Source: an optimization exercise on an open RTL-to-GDS flow (aim: small area and a short achievable clock period). Production flows keep margins and buffers that such runs may drop. Only simulation tests tie the RTL to the original design; equivalence was not proved. No activity file was given, so power comes from the tool's default toggle rates.

Design Pipelined, start of the top module:
module Pipelined(s0, s1, s2, s3, s4, s5, s6, s7, t0, t1, t2, t3, t4, t5, t6, t7, t8, t9, CurrentPC, Instruction, SwitchClk_10, reset);
Size in the first run: roughly 2300 flip-flops, roughly 640 I/O pins, roughly 97000 µm² of cells after synthesis.
export LEC_CHECK = 0
export CAP_MARGIN = 20
export CORE_MARGIN = 2
export CORE_UTILIZATION = 30
export CTS_CLUSTER_DIAMETER = 100
export CTS_CLUSTER_SIZE = 24
export PLACE_DENSITY = 0.4
export SLEW_MARGIN = 20
create_clock -name core_clock -period 9.0 [get_ports {SwitchClk_10}]
standard.sh (not shown) runs the stock make flow with config.mk's settings and CLKGATE_MAP_FILE= SYNTH_SCRIPT=/design/flow/synth_recipe.tcl, a recipe that flattens the netlist after the stock synthesis.
==> flow/flow/run.sh <==
#!/bin/bash
# Own layout flow: the standard ORFS flow (standard.sh, unchanged synthesis),
# with a few extra optimisation knobs passed through the environment:
#  - ports are buffered with a small plain buffer instead of the delay buffer
#    OpenROAD picks by default (every port still gets its own buffer)
set -euo pipefail
export BUFFER_PORTS_ARGS="-buffer_cell sky130_fd_sc_hd__buf_2"
export SETUP_SLACK_MARGIN=${FLOW_FLOW_MARGIN:-5.6}
bash standard.sh finish > flow_standard.log 2>&1
Next try:
==> flow/run.sh (new file) <==
#!/bin/bash
# synth_recipe.tcl (not shown) runs the flow's synth.tcl, then flattens the netlist and writes it again
# the make line also repeats each setting of config.mk as NAME=value (left out here)
make -C /OpenROAD-flow-scripts/flow DESIGN_CONFIG=/design/flow/config.mk WORK_HOME=/design/flow/orfs CLKGATE_MAP_FILE= SYNTH_SCRIPT=/design/flow/synth_recipe.tcl finish
--- a/flow/config.mk
+++ b/flow/config.mk
@@ -9,6 +9,5 @@
 export CORE_MARGIN = 2
 export CORE_UTILIZATION = 30
-export CTS_CLUSTER_DIAMETER = 100
-export CTS_CLUSTER_SIZE = 24
 export PLACE_DENSITY = 0.4
+export SETUP_SLACK_MARGIN = 5
 export SLEW_MARGIN = 20
removed: flow/flow/run.sh
removed: flow/standard.sh
Result:
- The new run completed with no timing, DRC or antenna violations
- final cell count falls by 3.7%
- combinational power falls by 33%
- cell area falls by 5.2%
- clock-buffer cell count rises by 192
- synthesized area does not change
- routed wire length falls by 6.4%
- clock skew hardly moves
- synthesized cell count does not change


Setup of juniper:
Another version of the RTL of Pipelined (not shown whole).
Size in the first run: ~2300 flip-flops, roughly 100000 sq um of cells after synthesis.
==> flow/config.mk <==
export PLATFORM = sky130hd
export DESIGN_NAME = Pipelined
export DESIGN_NICKNAME = Pipelined
export VERILOG_FILES = /design/flow/design.v
export SDC_FILE = /design/flow/constraint.sdc
export NUM_CORES = 4
export LEC_CHECK = 0
export CAP_MARGIN = 20
export CORE_MARGIN = 2
export CORE_UTILIZATION = 42
export CTS_CLUSTER_DIAMETER = 100
export CTS_CLUSTER_SIZE = 24
export PLACE_DENSITY = 0.52
export SLEW_MARGIN = 20
==> flow/constraint.sdc <==
create_clock -name core_clock -period 9.0 [get_ports {SwitchClk_10}]
set_input_delay 1.8000 -clock core_clock [delete_from_list [all_inputs] [get_ports {SwitchClk_10}]]
set_output_delay 1.8000 -clock core_clock [all_outputs]
set_load 0.01 [all_outputs]
==> flow/flow/run.sh <==
#!/bin/bash
# Own layout flow: the standard ORFS flow (standard.sh, unchanged synthesis
# and SDC), run in two parts with a few optimisation knobs set through the
# environment:
#  - ports are buffered with a plain buf_2 instead of the delay buffer OpenROAD
#    picks by default (every port still gets its own buffer)
set -euo pipefail
export BUFFER_PORTS_ARGS="-buffer_cell sky130_fd_sc_hd__buf_2"
export SETUP_SLACK_MARGIN=5.6
bash standard.sh cts > flow_to_cts.log 2>&1
export SETUP_SLACK_MARGIN=4.8
bash standard.sh finish > flow_to_finish.log 2>&1
juniper was carried through to the last stage, and its layout satisfied the timing, DRC and antenna checks.
Here is what was changed in the inputs of onyx compared with juniper.
# juniper
export LEC_CHECK = 0
export CAP_MARGIN = 20
export CORE_MARGIN = 2
export CORE_UTILIZATION = 42
export CTS_CLUSTER_DIAMETER = 100
export CTS_CLUSTER_SIZE = 24
export PLACE_DENSITY = 0.52
export SLEW_MARGIN = 20
create_clock -name core_clock -period 9.0 [get_ports {SwitchClk_10}]
# onyx
export LEC_CHECK = 0
export CAP_MARGIN = 20
export CORE_MARGIN = 2
export CORE_UTILIZATION = 30
export CTS_CLUSTER_DIAMETER = 100
export CTS_CLUSTER_SIZE = 24
export PLACE_DENSITY = 0.4
export SLEW_MARGIN = 20
create_clock -name core_clock -period 9.0 [get_ports {SwitchClk_10}]
==> flow/flow/run.sh <==
#!/bin/bash
# Own layout flow: the standard ORFS flow (standard.sh, unchanged synthesis),
# with a few extra optimisation knobs passed through the environment:
#  - ports are buffered with a small plain buffer instead of the delay buffer
#    OpenROAD picks by default (every port still gets its own buffer)
set -euo pipefail
export BUFFER_PORTS_ARGS="-buffer_cell sky130_fd_sc_hd__buf_2"
export SETUP_SLACK_MARGIN=${FLOW_FLOW_MARGIN:-5.7}
bash standard.sh finish > flow_standard.log 2>&1
onyx against juniper: number of DRC violations after detailed-routing iteration 0 lower, depth of the critical timing path with buffers and inverters included decreased by 1 relative to the old numbers, post-layout instance area up 10%, maximum fanout count along the critical path went up 15.
Largest net degree at the start of global routing is lower on onyx
### onyx -> lagoon
==> flow/flow/run.sh <==
#!/bin/bash
# Own layout flow: the standard ORFS flow (standard.sh, unchanged synthesis
# and SDC), run in two parts with a few optimisation knobs set through the
# environment:
#  - ports are buffered with a plain buf_2 instead of the delay buffer OpenROAD
#    picks by default (every port still gets its own buffer)
set -euo pipefail
export BUFFER_PORTS_ARGS="-buffer_cell sky130_fd_sc_hd__buf_2"
export SETUP_SLACK_MARGIN=5.6
bash standard.sh cts > flow_to_cts.log 2>&1
export SETUP_SLACK_MARGIN=4.8
bash standard.sh finish > flow_to_finish.log 2>&1
### Flow results
- Delta(total chip power, lagoon - onyx) < 0
- Changes observed in lagoon relative to onyx: met3 routed wirelength went down about 2.8%, final area down about 6.4%.
- Lower final design utilization was reported by lagoon, not onyx.
- Summary of lagoon over onyx: met2 layer wire length in the routed design fell about 2%, reg-to-reg setup timing slack now smaller.
- Comparing switching power summed over all nets for onyx and lagoon, the smaller number came from lagoon.
- Of lagoon and onyx, it is lagoon that has the higher clock power share.
- The global-route track usage on met1 in lagoon sits 0.81 points below the value recorded for onyx.
- Looking at combinational fraction of design power, lagoon sits 9.7 points lower than onyx does.
- Routed wire length on lagoon is down relative to onyx.

## what the ideal ports hide
The results above use ideal ports. As a check the final layouts listed here were re-extracted and re-timed, cells and wires unchanged. Step 1, drivers: a clkbuf_16 drives SwitchClk_10 and a buf_2 each remaining input, both assumed. Step 2 adds t to the input delays and takes it off the output delays; t is the mean of the earliest and latest rising clock arrival at the registers after step 1. Input paths then give back, and output paths get back, about the clock's delay inside the block. a / b / c = ideal ports / drivers / drivers and shift; a / b = the first two.
| run | t (ns) | setup slack, ns | latest minus earliest clock arrival (ns) | worst register clock-pin slew, ns |
|---|---|---|---|---|
| the first run of note 1 | 1.036 | 5.249 / 5.249 / 4.999 | 0.071 / 0.070 | 0.11 / 0.11 |
| the second run of note 1 | 1.021 | 4.795 / 4.795 / 4.795 | 0.068 / 0.068 | 0.07 / 0.07 |
| juniper | 0.980 | 5.061 / 5.061 / 5.061 | 0.067 / 0.066 | 0.12 / 0.12 |
| onyx | 0.989 | 5.587 / 5.487 / 5.178 | 0.083 / 0.083 | 0.11 / 0.11 |
| lagoon | 0.998 | 5.318 / 5.318 / 5.318 | 0.083 / 0.083 | 0.11 / 0.11 |
After both steps every run listed still meets setup and hold. For onyx, which loses most, drivers alone change the setup slack by -0.100 ns; drivers and shift together by -0.409 ns. The worst setup slack also covers recovery checks on asynchronous resets.
